Background: an optimization exercise with open tools, aiming at small area, a short achievable clock period and few clock cycles per item. Do not read the settings as production practice.
Where RTL was checked, it was by simulation tests only, not by an equivalence proof against the original.
Power figures rest on the tool's default switching activity, not on a simulated workload.

==> 02-14: inputs <==
// sha256
module sha256(
    input clk,
    input reset,
    input [71:0] input_number,
    output done,
    output [255:0] hash,
    output [71:0] answer_number
);
    localparam [31:0] IV0 = 32'h6a09e667, IV1 = 32'hbb67ae85,
                      IV2 = 32'h3c6ef372, IV3 = 32'ha54ff53a,
                      IV4 = 32'h510e527f, IV5 = 32'h9b05688c,
                      IV6 = 32'h1f83d9ab, IV7 = 32'h5be0cd19;
    reg [71:0]  msg;             
    reg         done_r;
    reg [7:0]   lo;              
    reg [8:0]   hi;              
    reg         ph_pre, ph_rnd, ph_fin, ph_wmsg, idle;
    reg [31:0]  a, b, c, d, e, f, g, h;
    reg [31:0]  hkw;             
    reg [31:0]  w [0:15];        
    assign done = done_r;
    assign hash = {e, f, g, h, a, b, c, d};
    assign answer_number = msg;
    wire [31:0] kc;
    assign kc[0] = (hi[0] & (lo[1] | lo[2] | lo[3] | lo[4] | lo[5] | lo[7])) | (hi[1] & (lo[1] | lo[3] | lo[6])) | (hi[2] & (lo[0] | lo[4])) | (hi[3] & (lo[1] | lo[3] | lo[4] | lo[5] | lo[6] | lo[7])) | (hi[4] & (lo[0] | lo[3] | lo[5] | lo[7])) | (hi[5] & (lo[0] | lo[1] | lo[3] | lo[4] | lo[6])) | (hi[6] & (lo[3] | lo[4] | lo[6] | lo[7])) | (hi[7] & (lo[1] | lo[5] | lo[6])) | (hi[8] & (lo[0] | lo[1] | lo[3]));
    assign kc[1] = (hi[0] & (lo[2] | lo[4])) | (hi[1] & (lo[2] | lo[3] | lo[5] | lo[6])) | (hi[2] & (lo[1] | lo[2] | lo[4] | lo[5] | lo[7])) | (hi[3] & (lo[0] | lo[3] | lo[4] | lo[5] | lo[7])) | (hi[4] & (lo[3] | lo[5] | lo[6])) | (hi[5] & (lo[1] | lo[3])) | (hi[6] & (lo[0] | lo[4] | lo[5] | lo[6] | lo[7])) | (hi[7] & (lo[0] | lo[1] | lo[4] | lo[5] | lo[6] | lo[7])) | (hi[8] & (lo[1] | lo[3]));
  ...
export LEC_CHECK = 0
export ABC_AREA = 1
export CAP_MARGIN = 20
export CORE_MARGIN = 2
export CORE_UTILIZATION = 45
export CTS_BUF_LIST = sky130_fd_sc_hd__clkbuf_8
export CTS_CLUSTER_SIZE = 30
export PLACE_DENSITY = 0.55
export SLEW_MARGIN = 20
export SYNTH_HIERARCHICAL = 1
create_clock -name core_clock -period 12.0 [get_ports {clk}]
standard.sh (not shown) runs the stock make flow with config.mk's settings and CLKGATE_MAP_FILE= SYNTH_SCRIPT=/design/flow/synth_recipe.tcl, a recipe that flattens the netlist after the stock synthesis.
==> flow/flow/run.sh <==
#!/bin/bash
set -uo pipefail
cd "$(dirname "$0")/.."
bash standard.sh \
  "BUFFER_PORTS_ARGS=-buffer_cell sky130_fd_sc_hd__buf_1" \
  SETUP_SLACK_MARGIN=7.9 \
  finish > standard.log 2>&1
==> inputs of 03-10, as changes to 02-14 <==
==> flow/flow/run.sh (replaced) <==
#!/bin/bash
set -uo pipefail
cd "$(dirname "$0")/.."
bash standard.sh \
  "BUFFER_PORTS_ARGS=-buffer_cell sky130_fd_sc_hd__buf_1" \
  SETUP_SLACK_MARGIN=7.5 \
  finish > standard.log 2>&1
CORE_UTILIZATION = 60   (was 45)
PLACE_DENSITY = 0.7   (was 0.55)
==> reports/results.ini <==
[outcome]
status = finished clean

[placed_design]
gp_congestion = 1.05

[global_routing]
met3_usage = 0.0774

[routing]
top_layer_used = met4

[critical_path]
cp.arrival_ns = 4.87

[power_and_ir_drop]
combPwrFrac = 0.283

[min_path]
holdPathEnd = w[9][5]

[finish]
regArea_um2 = 18600
buffers = 535

(the above is from 02-14)
==> reports/results.ini <==
[power_and_ir_drop]
combPwrFrac = 0.277

[placed_design]
place_ws_ns = 7.18
gp_congestion = 1.11

[routing]
top_layer_used = met5

[outcome]
status = finished clean

[global_routing]
met3_usage = 0.153

[finish]
buffers = 442
final_area_um2 = 47200
regArea_um2 = 18400

[min_path]
holdPathEnd = w[6][30]

[critical_path]
cp.arrival_ns = 5.23

(the above is from 03-10)
Testbench counts of 02-14, summed over its fixed seeds: cycles 26,880, items 384.
Testbench counts of 03-10, summed over its fixed seeds: cycles 26,880, items 384.

==> delta <==
sha256, a different RTL version from the one above (not shown whole).
Settings: LEC_CHECK=0, ABC_AREA=1, CAP_MARGIN=20, CORE_MARGIN=2, CORE_UTILIZATION=45, CTS_BUF_LIST=sky130_fd_sc_hd__clkbuf_8, CTS_CLUSTER_SIZE=30, PLACE_DENSITY=0.55, SLEW_MARGIN=20, SYNTH_HIERARCHICAL=1; clock period 12.0 ns.
==> flow/flow/run.sh <==
#!/bin/bash
set -uo pipefail
cd "$(dirname "$0")/.."
bash standard.sh \
  "BUFFER_PORTS_ARGS=-buffer_cell sky130_fd_sc_hd__buf_1" \
  SETUP_SLACK_MARGIN=7.7 \
  finish > standard.log 2>&1
==> inputs of ember, as changes to delta <==
--- a/flow/design.v
+++ b/flow/design.v
@@ -12,14 +12,15 @@
                       IV6 = 32'h1f83d9ab, IV7 = 32'h5be0cd19;
     reg [71:0]  msg;             
     reg         done_r;
     reg [7:0]   lo;              
     reg [8:0]   hi;              
     reg         ph_pre, ph_rnd, ph_fin, ph_wmsg, idle;
     reg         ph_sh;           
+    reg         ph_wsch;         
     reg [31:0]  a, b, c, d, e, f, g, h;
     reg [31:0]  hkw;             
     reg [31:0]  w [0:15];        
     assign done = done_r;
     assign hash = {e, f, g, h, a, b, c, d};
     assign answer_number = msg;
     wire [31:0] kc;
@@ -90,40 +91,38 @@
     wire [31:0] t1c = t1c_r << 1;
     wire [31:0] a2s, a2c_r;
     csa32 u_a2s (.x(t1s), .y(t1c), .z(maj), .s(a2s), .c(a2c_r));
     wire [31:0] a2c = a2c_r << 1;
     wire [31:0] a3s, a3c_r;
     csa32 u_a3s (.x(a2s), .y(a2c), .z(S0), .s(a3s), .c(a3c_r));
     wire [31:0] a3c = a3c_r << 1;
-    wire [31:0] a_new;
-    add32 u_a_new (.x(a3s), .y(a3c), .s(a_new));
+    wire [31:0] a_new = a3s + a3c;
     wire [31:0] ivd = ({32{lo[1]}} & IV3) | ({32{lo[2]}} & IV2) |
                       ({32{lo[3]}} & IV1) | ({32{lo[4]}} & IV0);
     wire [31:0] ex  = ph_fin ? ivd : t1s;
     wire [31:0] ey  = t1c & {32{~ph_fin}};
     wire [31:0] e2s, e2c_r;
     csa32 u_e2s (.x(ex), .y(ey), .z(d), .s(e2s), .c(e2c_r));
     wire [31:0] e2c = e2c_r << 1;
-    wire [31:0] e_new;
-    add32 u_e_new (.x(e2s), .y(e2c), .s(e_new));
+    wire [31:0] e_new = e2s + e2c;
     wire [31:0] s0w = rotr(w[14], 7) ^ rotr(w[14], 18) ^ (w[14] >> 3);
     wire [31:0] s1w = rotr(w[1], 17) ^ rotr(w[1], 19) ^ (w[1] >> 10);
     wire [31:0] w1s, w1c_r;
     csa32 u_w1s (.x(w[6]), .y(w[15]), .z(s0w), .s(w1s), .c(w1c_r));
     wire [31:0] w1c = w1c_r << 1;
     wire [31:0] w2s, w2c_r;
     csa32 u_w2s (.x(w1s), .y(w1c), .z(s1w), .s(w2s), .c(w2c_r));
     wire [31:0] w2c = w2c_r << 1;
     wire [31:0] w_sched;
     add32bk u_w_sched (.x(w2s), .y(w2c), .s(w_sched));
     wire [31:0] w_msg = ({32{hi[0] & lo[0]}} & msg[39:8]) |
                         ({32{hi[0] & lo[1]}} & {msg[7:0], 8'h80, 16'h0}) |
                         ({32{hi[1] & lo[6]}} & 32'd72);
-    wire [31:0] w0_next = idle ? input_number[71:40]
-                        : ph_wmsg ? w_msg : w_sched;
+    wire [31:0] w0_next = ({32{idle}} & input_number[71:40]) |
+                          ({32{ph_wmsg}} & w_msg) | ({32{ph_wsch}} & w_sched);
     wire [31:0] hx = ph_pre ? IV7 : g;
     wire [31:0] hz = w[0] & {32{~hi[8]}};
     wire [31:0] h1s, h1c_r;
     csa32 u_h1s (.x(hx), .y(kc), .z(hz), .s(h1s), .c(h1c_r));
     wire [31:0] h1c = h1c_r << 1;
     wire [31:0] hkw_next;
     add32bk u_hkw_next (.x(h1s), .y(h1c), .s(hkw_next));
@@ -163,25 +162,27 @@
         if (reset) begin
             msg <= 72'h0;
             done_r <= 1'b0;
             ph_pre <= 1'b0;
             ph_rnd <= 1'b0;
             ph_fin <= 1'b0;
             ph_sh <= 1'b0;
+            ph_wsch <= 1'b0;
             ph_wmsg <= 1'b0;
             idle <= 1'b1;
         end else begin
             msg <= input_number;
             done_r <= start ? 1'b0 : (ph_fin & c68) ? 1'b1 : done_r;
             ph_pre <= start;
             ph_rnd <= ~start & (ph_pre | (ph_rnd & ~c64));
             ph_fin <= ~start & ((ph_rnd & c64) | (ph_fin & ~c68));
             ph_sh <= ~start & (ph_pre | ph_rnd | (ph_fin & ~c68));
             idle <= ~start & (idle | (ph_fin & c68));
             ph_wmsg <= start | (~start & (ph_pre | ph_rnd) & (hi[0] | (hi[1] & ~lo[6] & ~lo[7])));
+            ph_wsch <= ~start & (ph_pre | ph_rnd | ph_fin) & ~((ph_pre | ph_rnd) & (hi[0] | (hi[1] & ~lo[6] & ~lo[7]))) & ~(ph_fin & c68);
         end
     end
 endmodule
 module csa32(input [31:0] x, input [31:0] y, input [31:0] z,
              output [31:0] s, output [31:0] c);
     assign s = ~(~x ^ y ^ z);
     assign c = ~((~x & ~y) | (~z & (~x | ~y)));
@@ -302,10 +303,7 @@
     wire g9_28 = g0[28] | (p0[28] & g7_27);
     wire p9_28 = p0[28] & p7_27;
     wire g9_30 = g0[30] | (p0[30] & g8_29);
     wire p9_30 = p0[30] & p8_29;
     wire [31:0] cg = {g5_31, g9_30, g8_29, g9_28, g7_27, g9_26, g8_25, g9_24, g6_23, g9_22, g8_21, g9_20, g7_19, g9_18, g8_17, g9_16, g4_15, g9_14, g8_13, g9_12, g7_11, g9_10, g8_9, g9_8, g3_7, g9_6, g8_5, g9_4, g2_3, g9_2, g1_1, g0[0]};
     assign s = p0 ^ {cg[30:0], 1'b0};
 endmodule
-module add32(input [31:0] x, input [31:0] y, output [31:0] s);
-    assign s = x + y;
-endmodule
==> flow/flow/run.sh (replaced) <==
#!/bin/bash
set -uo pipefail
cd "$(dirname "$0")/.."
bash standard.sh \
  "BUFFER_PORTS_ARGS=-buffer_cell sky130_fd_sc_hd__buf_1" \
  SETUP_SLACK_MARGIN=7.8 \
  finish > standard.log 2>&1
==> inputs of indigo, as changes to delta <==
--- a/flow/design.v
+++ b/flow/design.v
@@ -11,15 +11,14 @@
                       IV4 = 32'h510e527f, IV5 = 32'h9b05688c,
                       IV6 = 32'h1f83d9ab, IV7 = 32'h5be0cd19;
     reg [71:0]  msg;             
     reg         done_r;
     reg [7:0]   lo;              
     reg [8:0]   hi;              
     reg         ph_pre, ph_rnd, ph_fin, ph_wmsg, idle;
-    reg         ph_sh;           
     reg [31:0]  a, b, c, d, e, f, g, h;
     reg [31:0]  hkw;             
     reg [31:0]  w [0:15];        
     assign done = done_r;
     assign hash = {e, f, g, h, a, b, c, d};
     assign answer_number = msg;
     wire [31:0] kc;
@@ -129,27 +128,24 @@
     add32bk u_hkw_next (.x(h1s), .y(h1c), .s(hkw_next));
     integer j;
     always @(posedge clk) begin
         for (j = 15; j > 0; j = j - 1) w[j] <= w[j-1];
         w[0] <= w0_next;
         hkw <= hkw_next;
     end
-    function [31:0] pick(input [31:0] v_sh, input [31:0] v_hold, input [31:0] v_iv);
-        pick = ({32{ph_sh}} & v_sh) | ({32{idle}} & v_hold) | ({32{ph_pre}} & v_iv);
-    endfunction
     always @(posedge clk) begin
-        a <= ({32{ph_rnd}} & a_new) | ({32{ph_fin}} & hkw) |
-             ({32{idle}} & a) | ({32{ph_pre}} & IV0);
-        b <= pick(a, b, IV1);
-        c <= pick(b, c, IV2);
-        d <= pick(c, d, IV3);
-        e <= pick(e_new, e, IV4);
-        f <= pick(e, f, IV5);
-        g <= pick(f, g, IV6);
-        h <= pick(g, h, IV7);
+        if (ph_pre) begin
+            a <= IV0; b <= IV1; c <= IV2; d <= IV3;
+            e <= IV4; f <= IV5; g <= IV6; h <= IV7;
+        end else if (ph_rnd | ph_fin) begin
+            a <= ph_fin ? hkw : a_new;
+            b <= a; c <= b; d <= c;
+            e <= e_new;
+            f <= e; g <= f; h <= g;
+        end
     end
     wire start = (input_number != msg);
     wire c64 = hi[8] & lo[0];
     wire c68 = hi[8] & lo[4];
     always @(posedge clk) begin
         if (start) begin
             lo <= 8'd1;
@@ -162,24 +158,22 @@
     always @(posedge clk or posedge reset) begin
         if (reset) begin
             msg <= 72'h0;
             done_r <= 1'b0;
             ph_pre <= 1'b0;
             ph_rnd <= 1'b0;
             ph_fin <= 1'b0;
-            ph_sh <= 1'b0;
             ph_wmsg <= 1'b0;
             idle <= 1'b1;
         end else begin
             msg <= input_number;
             done_r <= start ? 1'b0 : (ph_fin & c68) ? 1'b1 : done_r;
             ph_pre <= start;
             ph_rnd <= ~start & (ph_pre | (ph_rnd & ~c64));
             ph_fin <= ~start & ((ph_rnd & c64) | (ph_fin & ~c68));
-            ph_sh <= ~start & (ph_pre | ph_rnd | (ph_fin & ~c68));
             idle <= ~start & (idle | (ph_fin & c68));
             ph_wmsg <= start | (~start & (ph_pre | ph_rnd) & (hi[0] | (hi[1] & ~lo[6] & ~lo[7])));
         end
     end
 endmodule
 module csa32(input [31:0] x, input [31:0] y, input [31:0] z,
              output [31:0] s, output [31:0] c);
==> flow/flow/run.sh (replaced) <==
#!/bin/bash
set -uo pipefail
cd "$(dirname "$0")/.."
bash standard.sh \
  "BUFFER_PORTS_ARGS=-buffer_cell sky130_fd_sc_hd__buf_1" \
  SETUP_SLACK_MARGIN=7.8 \
  finish > standard.log 2>&1
==> run notes <==
Setup slack: indigo is better than ember (1.9 ps).
delta went through all stages and came out clean. ember ran to the end with no violations. indigo finished with timing, DRC and antenna clean.
Combinational power: ember < delta < indigo.
In indigo the final cell count is higher than in ember, by about 9%.
Count of clock-buffer cells in the layout, lowest first: delta, ember, indigo.
Sequential power is about the same in ember and indigo.
The lowest routed wire length belongs to delta, the highest to indigo.
==> figures <==
Num tapcells: ember 1,176; delta 1,254; indigo 1,254
Total number of sequential cells: ember 897; delta 896; indigo 895
Count of fill cells added during filler insertion: ember 8,466; delta 8,856; indigo 8,854
Outcome: ember no timing/DRC/antenna violations; delta no timing/DRC/antenna violations; indigo no timing/DRC/antenna violations
Floorplan Core Area: ember 0.09029 mm2; delta 0.09291 mm2; indigo 0.09333 mm2
Adder-Cell Fraction of Synth Area: ember 0.1685; delta 0.1663; indigo 0.1648
Combinational share of power: ember 0.265; delta 0.276; indigo 0.300
Nonclk inv count: ember 476; delta 611; indigo 542
Clock network power share: ember 0.350; delta 0.346; indigo 0.337
Die width: ember 306.4 um; delta 309.5 um; indigo 310.9 um
Total global-route track usage: ember 0.3551; delta 0.3429; indigo 0.3455
Share of the clock period used by the worst path: ember 0.3468; delta 0.3538; indigo 0.3466
Post-synthesis area per instance: ember 9.268 um2; delta 9.037 um2; indigo 8.641 um2
Sw Pwr: ember 2.824 mW; delta 2.926 mW; indigo 3.119 mW
No run of this note included a check of the RTL's function; only the layout flow was run.

==> inputs of trial 57 <==
==> flow/design.v <==
module sha256(
    input clk,
    input reset,
    input [71:0] input_number,
    output done,
    output [255:0] hash,
    output [71:0] answer_number
);
    localparam [6:0] IDLE = 7'h7f;
    localparam [31:0] IV0 = 32'h6a09e667, IV1 = 32'hbb67ae85,
                      IV2 = 32'h3c6ef372, IV3 = 32'ha54ff53a,
                      IV4 = 32'h510e527f, IV5 = 32'h9b05688c,
                      IV6 = 32'h1f83d9ab, IV7 = 32'h5be0cd19;
    reg [71:0]  msg;             
    reg         done_r;
    reg [6:0]   cnt;
    reg         ph_pre, ph_rnd, ph_fin, ph_wmsg;
    reg [31:0]  a, b, c, d, e, f, g, h;
    reg [31:0]  hkw;             
    reg [31:0]  kr;              
    reg [3:0]   fsel;            
    reg [31:0]  w [0:15];        
    assign done = done_r;
    assign hash = {e, f, g, h, a, b, c, d};
    assign answer_number = msg;
    function [31:0] kc(input [6:0] i);
        case (i)
          7'd0: kc = 32'h428a2f98; 7'd1: kc = 32'h71374491; 7'd2: kc = 32'hb5c0fbcf; 7'd3: kc = 32'he9b5dba5;
          7'd4: kc = 32'h3956c25b; 7'd5: kc = 32'h59f111f1; 7'd6: kc = 32'h923f82a4; 7'd7: kc = 32'hab1c5ed5;
          7'd8: kc = 32'hd807aa98; 7'd9: kc = 32'h12835b01; 7'd10: kc = 32'h243185be; 7'd11: kc = 32'h550c7dc3;
          7'd12: kc = 32'h72be5d74; 7'd13: kc = 32'h80deb1fe; 7'd14: kc = 32'h9bdc06a7; 7'd15: kc = 32'hc19bf174;
          7'd16: kc = 32'he49b69c1; 7'd17: kc = 32'hefbe4786; 7'd18: kc = 32'h0fc19dc6; 7'd19: kc = 32'h240ca1cc;
          7'd20: kc = 32'h2de92c6f; 7'd21: kc = 32'h4a7484aa; 7'd22: kc = 32'h5cb0a9dc; 7'd23: kc = 32'h76f988da;
          7'd24: kc = 32'h983e5152; 7'd25: kc = 32'ha831c66d; 7'd26: kc = 32'hb00327c8; 7'd27: kc = 32'hbf597fc7;
          7'd28: kc = 32'hc6e00bf3; 7'd29: kc = 32'hd5a79147; 7'd30: kc = 32'h06ca6351; 7'd31: kc = 32'h14292967;
          7'd32: kc = 32'h27b70a85; 7'd33: kc = 32'h2e1b2138; 7'd34: kc = 32'h4d2c6dfc; 7'd35: kc = 32'h53380d13;
          7'd36: kc = 32'h650a7354; 7'd37: kc = 32'h766a0abb; 7'd38: kc = 32'h81c2c92e; 7'd39: kc = 32'h92722c85;
          7'd40: kc = 32'ha2bfe8a1; 7'd41: kc = 32'ha81a664b; 7'd42: kc = 32'hc24b8b70; 7'd43: kc = 32'hc76c51a3;
          7'd44: kc = 32'hd192e819; 7'd45: kc = 32'hd6990624; 7'd46: kc = 32'hf40e3585; 7'd47: kc = 32'h106aa070;
          7'd48: kc = 32'h19a4c116; 7'd49: kc = 32'h1e376c08; 7'd50: kc = 32'h2748774c; 7'd51: kc = 32'h34b0bcb5;
          7'd52: kc = 32'h391c0cb3; 7'd53: kc = 32'h4ed8aa4a; 7'd54: kc = 32'h5b9cca4f; 7'd55: kc = 32'h682e6ff3;
          7'd56: kc = 32'h748f82ee; 7'd57: kc = 32'h78a5636f; 7'd58: kc = 32'h84c87814; 7'd59: kc = 32'h8cc70208;
          7'd60: kc = 32'h90befffa; 7'd61: kc = 32'ha4506ceb; 7'd62: kc = 32'hbef9a3f7; 7'd63: kc = 32'hc67178f2;
          7'd64: kc = IV7; 7'd65: kc = IV6; 7'd66: kc = IV5; 7'd67: kc = IV4;
          default: kc = 32'h0;
        endcase
    endfunction
    wire [31:0] ivd = ({32{fsel[0]}} & IV3) | ({32{fsel[1]}} & IV2) |
                      ({32{fsel[2]}} & IV1) | ({32{fsel[3]}} & IV0);
    function [31:0] rotr(input [31:0] x, input integer n);
        rotr = (x >> n) | (x << (32 - n));
    endfunction
    wire [31:0] S0  = rotr(a, 2) ^ rotr(a, 13) ^ rotr(a, 22);
    wire [31:0] S1  = rotr(e, 6) ^ rotr(e, 11) ^ rotr(e, 25);
    wire [31:0] ch  = (e & f) ^ (~e & g);
    wire [31:0] maj = (a & b) | (c & (a | b));
    wire [31:0] a1s = hkw ^ ch ^ maj;
    wire [31:0] a1c = ((hkw & ch) | (maj & (hkw | ch))) << 1;
    wire [31:0] a2s = a1s ^ a1c ^ S1;
    wire [31:0] a2c = ((a1s & a1c) | (S1 & (a1s | a1c))) << 1;
    wire [31:0] a3s = a2s ^ a2c ^ S0;
    wire [31:0] a3c = ((a2s & a2c) | (S0 & (a2s | a2c))) << 1;
    wire [31:0] a_new = a3s + a3c;
    wire [31:0] ex  = ph_fin ? ivd : hkw;
    wire [31:0] ey  = ch & {32{~ph_fin}};
    wire [31:0] ez  = S1 & {32{~ph_fin}};
    wire [31:0] e1s = ex ^ ey ^ d;
    wire [31:0] e1c = ((ex & ey) | (d & (ex | ey))) << 1;
    wire [31:0] e2s = e1s ^ e1c ^ ez;
    wire [31:0] e2c = ((e1s & e1c) | (ez & (e1s | e1c))) << 1;
    wire [31:0] e_new = e2s + e2c;
    wire [31:0] s0w = rotr(w[14], 7) ^ rotr(w[14], 18) ^ (w[14] >> 3);
    wire [31:0] s1w = rotr(w[1], 17) ^ rotr(w[1], 19) ^ (w[1] >> 10);
    wire [31:0] w1s = w[6] ^ w[15] ^ s0w;
    wire [31:0] w1c = ((w[6] & w[15]) | (s0w & (w[6] | w[15]))) << 1;
    wire [31:0] w2s = w1s ^ w1c ^ s1w;
    wire [31:0] w2c = ((w1s & w1c) | (s1w & (w1s | w1c))) << 1;
    wire [31:0] w_sched = w2s + w2c;
    reg [31:0] w_msg;
    always @(*) begin
        case (cnt[3:0])
          4'd0:  w_msg = msg[39:8];
          4'd1:  w_msg = {msg[7:0], 8'h80, 16'h0};
          4'd14: w_msg = 32'd72;
          default: w_msg = 32'h0;
        endcase
    end
    wire [31:0] w0_next = (cnt == IDLE) ? input_number[71:40]
                        : ph_wmsg ? w_msg : w_sched;
    wire [31:0] hx = ph_pre ? IV7 : g;
    wire [31:0] hy = kr;
    wire [31:0] hz = w[0] & {32{~cnt[6]}};
    wire [31:0] hkw_next = hx + hy + hz;
    integer j;
    always @(posedge clk) begin
        for (j = 15; j > 0; j = j - 1) w[j] <= w[j-1];
        w[0] <= w0_next;
        hkw <= hkw_next;
        kr <= kc(cnt + 7'd1);    
    end
    always @(posedge clk) begin
        if (ph_pre) begin
            a <= IV0; b <= IV1; c <= IV2; d <= IV3;
            e <= IV4; f <= IV5; g <= IV6; h <= IV7;
        end else if (ph_rnd | ph_fin) begin
            a <= ph_fin ? hkw : a_new;
            b <= a; c <= b; d <= c;
            e <= e_new;
            f <= e; g <= f; h <= g;
        end
    end
    wire start = (input_number != msg);
    wire [6:0] cnt_next = start ? 7'd0 : (cnt == 7'd68 || cnt == IDLE) ? IDLE : cnt + 7'd1;
    always @(posedge clk or posedge reset) begin
        if (reset) begin
            msg <= 72'h0;
            done_r <= 1'b0;
            cnt <= IDLE;
            ph_pre <= 1'b0;
            ph_rnd <= 1'b0;
            ph_fin <= 1'b0;
            ph_wmsg <= 1'b0;
            fsel <= 4'b0;
        end else begin
            msg <= input_number;
            done_r <= start ? 1'b0 : (cnt == 7'd68) ? 1'b1 : done_r;
            cnt <= cnt_next;
            ph_pre  <= (cnt_next == 7'd0);
            ph_rnd  <= (cnt_next >= 7'd1) && (cnt_next <= 7'd64);
            ph_fin  <= (cnt_next >= 7'd65) && (cnt_next <= 7'd68);
            ph_wmsg <= (cnt_next <= 7'd14);
            fsel <= {cnt_next == 7'd68, cnt_next == 7'd67, cnt_next == 7'd66, cnt_next == 7'd65};
        end
    end
endmodule
==> flow/flow/run.sh <==
#!/bin/bash
set -uo pipefail
cd "$(dirname "$0")/.."
bash standard.sh \
  "BUFFER_PORTS_ARGS=-buffer_cell sky130_fd_sc_hd__buf_1" \
  SETUP_SLACK_MARGIN=7.5 \
  finish > standard.log 2>&1
==> flow/standard.sh <==
#!/bin/bash
# synth_recipe.tcl (not shown) runs the flow's synth.tcl, then flattens the netlist and writes it again
# the make line also repeats each setting of config.mk as NAME=value (left out here)
make -C /OpenROAD-flow-scripts/flow DESIGN_CONFIG=/design/flow/config.mk WORK_HOME=/design/flow/orfs CLKGATE_MAP_FILE= SYNTH_SCRIPT=/design/flow/synth_recipe.tcl "${@:-finish}"
==> flow/config.mk <==
export PLATFORM = sky130hd
export DESIGN_NAME = sha256
export DESIGN_NICKNAME = sha256
export VERILOG_FILES = /design/flow/design.v
export SDC_FILE = /design/flow/constraint.sdc
export NUM_CORES = 4
export LEC_CHECK = 0
export CAP_MARGIN = 20
export CORE_MARGIN = 2
export CORE_UTILIZATION = 50
export PLACE_DENSITY = 0.6
export SLEW_MARGIN = 20
==> flow/constraint.sdc <==
create_clock -name core_clock -period 12.0 [get_ports {clk}]
set_input_delay 2.4000 -clock core_clock [delete_from_list [all_inputs] [get_ports {clk}]]
set_output_delay 2.4000 -clock core_clock [all_outputs]
set_load 0.01 [all_outputs]
==> trial 52 (differences from trial 57) <==
--- a/flow/design.v
+++ b/flow/design.v
@@ -17,8 +17,6 @@
     reg         ph_pre, ph_rnd, ph_fin, ph_wmsg;
     reg [31:0]  a, b, c, d, e, f, g, h;
     reg [31:0]  hkw;             
-    reg [31:0]  kr;              
-    reg [3:0]   fsel;            
     reg [31:0]  w [0:15];        
     assign done = done_r;
     assign hash = {e, f, g, h, a, b, c, d};
@@ -45,8 +43,11 @@
           default: kc = 32'h0;
         endcase
     endfunction
-    wire [31:0] ivd = ({32{fsel[0]}} & IV3) | ({32{fsel[1]}} & IV2) |
-                      ({32{fsel[2]}} & IV1) | ({32{fsel[3]}} & IV0);
+    function [31:0] ivd(input [1:0] i);
+        case (i)
+          2'd1: ivd = IV3; 2'd2: ivd = IV2; 2'd3: ivd = IV1; default: ivd = IV0;
+        endcase
+    endfunction
     function [31:0] rotr(input [31:0] x, input integer n);
         rotr = (x >> n) | (x << (32 - n));
     endfunction
@@ -61,7 +62,7 @@
     wire [31:0] a3s = a2s ^ a2c ^ S0;
     wire [31:0] a3c = ((a2s & a2c) | (S0 & (a2s | a2c))) << 1;
     wire [31:0] a_new = a3s + a3c;
-    wire [31:0] ex  = ph_fin ? ivd : hkw;
+    wire [31:0] ex  = ph_fin ? ivd(cnt[1:0]) : hkw;
     wire [31:0] ey  = ch & {32{~ph_fin}};
     wire [31:0] ez  = S1 & {32{~ph_fin}};
     wire [31:0] e1s = ex ^ ey ^ d;
@@ -88,7 +89,7 @@
     wire [31:0] w0_next = (cnt == IDLE) ? input_number[71:40]
                         : ph_wmsg ? w_msg : w_sched;
     wire [31:0] hx = ph_pre ? IV7 : g;
-    wire [31:0] hy = kr;
+    wire [31:0] hy = kc(cnt);
     wire [31:0] hz = w[0] & {32{~cnt[6]}};
     wire [31:0] hkw_next = hx + hy + hz;
     integer j;
@@ -96,7 +97,6 @@
         for (j = 15; j > 0; j = j - 1) w[j] <= w[j-1];
         w[0] <= w0_next;
         hkw <= hkw_next;
-        kr <= kc(cnt + 7'd1);    
     end
     always @(posedge clk) begin
         if (ph_pre) begin
@@ -120,7 +120,6 @@
             ph_rnd <= 1'b0;
             ph_fin <= 1'b0;
             ph_wmsg <= 1'b0;
-            fsel <= 4'b0;
         end else begin
             msg <= input_number;
             done_r <= start ? 1'b0 : (cnt == 7'd68) ? 1'b1 : done_r;
@@ -129,7 +128,6 @@
             ph_rnd  <= (cnt_next >= 7'd1) && (cnt_next <= 7'd64);
             ph_fin  <= (cnt_next >= 7'd65) && (cnt_next <= 7'd68);
             ph_wmsg <= (cnt_next <= 7'd14);
-            fsel <= {cnt_next == 7'd68, cnt_next == 7'd67, cnt_next == 7'd66, cnt_next == 7'd65};
         end
     end
 endmodule
==> flow/run.sh (new file) <==
#!/bin/bash
# synth_recipe.tcl (not shown) runs the flow's synth.tcl, then flattens the netlist and writes it again
# the make line also repeats each setting of config.mk as NAME=value (left out here)
make -C /OpenROAD-flow-scripts/flow DESIGN_CONFIG=/design/flow/config.mk WORK_HOME=/design/flow/orfs CLKGATE_MAP_FILE= SYNTH_SCRIPT=/design/flow/synth_recipe.tcl finish
--- a/flow/config.mk
+++ b/flow/config.mk
@@ -7,6 +7,6 @@
 export LEC_CHECK = 0
 export CAP_MARGIN = 20
 export CORE_MARGIN = 2
-export CORE_UTILIZATION = 50
-export PLACE_DENSITY = 0.6
+export CORE_UTILIZATION = 25
+export PLACE_DENSITY = 0.4
 export SLEW_MARGIN = 20
removed: flow/flow/run.sh
removed: flow/standard.sh
==> build 61 (differences from trial 57) <==
==> flow/run.sh (new file) <==
#!/bin/bash
# synth_recipe.tcl (not shown) runs the flow's synth.tcl, then flattens the netlist and writes it again
# the make line also repeats each setting of config.mk as NAME=value (left out here)
make -C /OpenROAD-flow-scripts/flow DESIGN_CONFIG=/design/flow/config.mk WORK_HOME=/design/flow/orfs CLKGATE_MAP_FILE= SYNTH_SCRIPT=/design/flow/synth_recipe.tcl finish
--- a/flow/config.mk
+++ b/flow/config.mk
@@ -9,4 +9,5 @@
 export CORE_MARGIN = 2
 export CORE_UTILIZATION = 50
 export PLACE_DENSITY = 0.6
+export SETUP_SLACK_MARGIN = 5
 export SLEW_MARGIN = 20
removed: flow/flow/run.sh
removed: flow/standard.sh
==> run notes <==
- The highest non-clock buffer count belongs to trial 57, the lowest to build 61.
- In trial 52 the final area is larger than in trial 57, by 1.3%.
- Fmax: trial 57 is larger than trial 52 (about 50%).
- Wire length: trial 52 > trial 57 > build 61.
Testbench counts of trial 52, summed over its fixed seeds: cycles 26,880, items 384.
The RTL of trial 57 and build 61 was laid out without a check of its function.

-- afterwards: timing with drivers on the ports --
In the flow no input, the clock included, has a driving cell. The finished layouts below were timed again as built, in two steps. Step 1 assumes that a clkbuf_16 drives the clock port and a buf_2 every other input. Step 2, shift: input delay + t, output delay - t, t = (earliest + latest rising clock arrival at the registers) / 2. This alone moves slack from input paths to output paths. Three values: ideal, step 1, step 2; two values: the first two.
run | shift t [ns] | slack for setup (ns) | worst slew at a driven data input, ns
02-14 | 0.893 | 7.870 / 7.863 / 7.226 | 0.07
03-10 | 0.882 | 7.513 / 7.513 / 7.513 | 0.07
delta | 0.912 | 7.754 / 7.736 / 7.543 | 0.07
ember | 0.920 | 7.839 / 7.762 / 7.600 | 0.06
indigo | 0.921 | 7.840 / 7.765 / 7.509 | 0.07
trial 57 | 0.719 | 7.199 / 7.199 / 7.007 | 0.09
trial 52 | 0.804 | 4.924 / 4.924 / 4.924 | 0.09
build 61 | 0.744 | 6.280 / 6.280 / 6.280 | 0.07
After both steps setup and hold are still met in every run listed. For 02-14, which loses most, drivers alone change the setup slack by -0.007 ns; drivers and shift together by -0.644 ns.
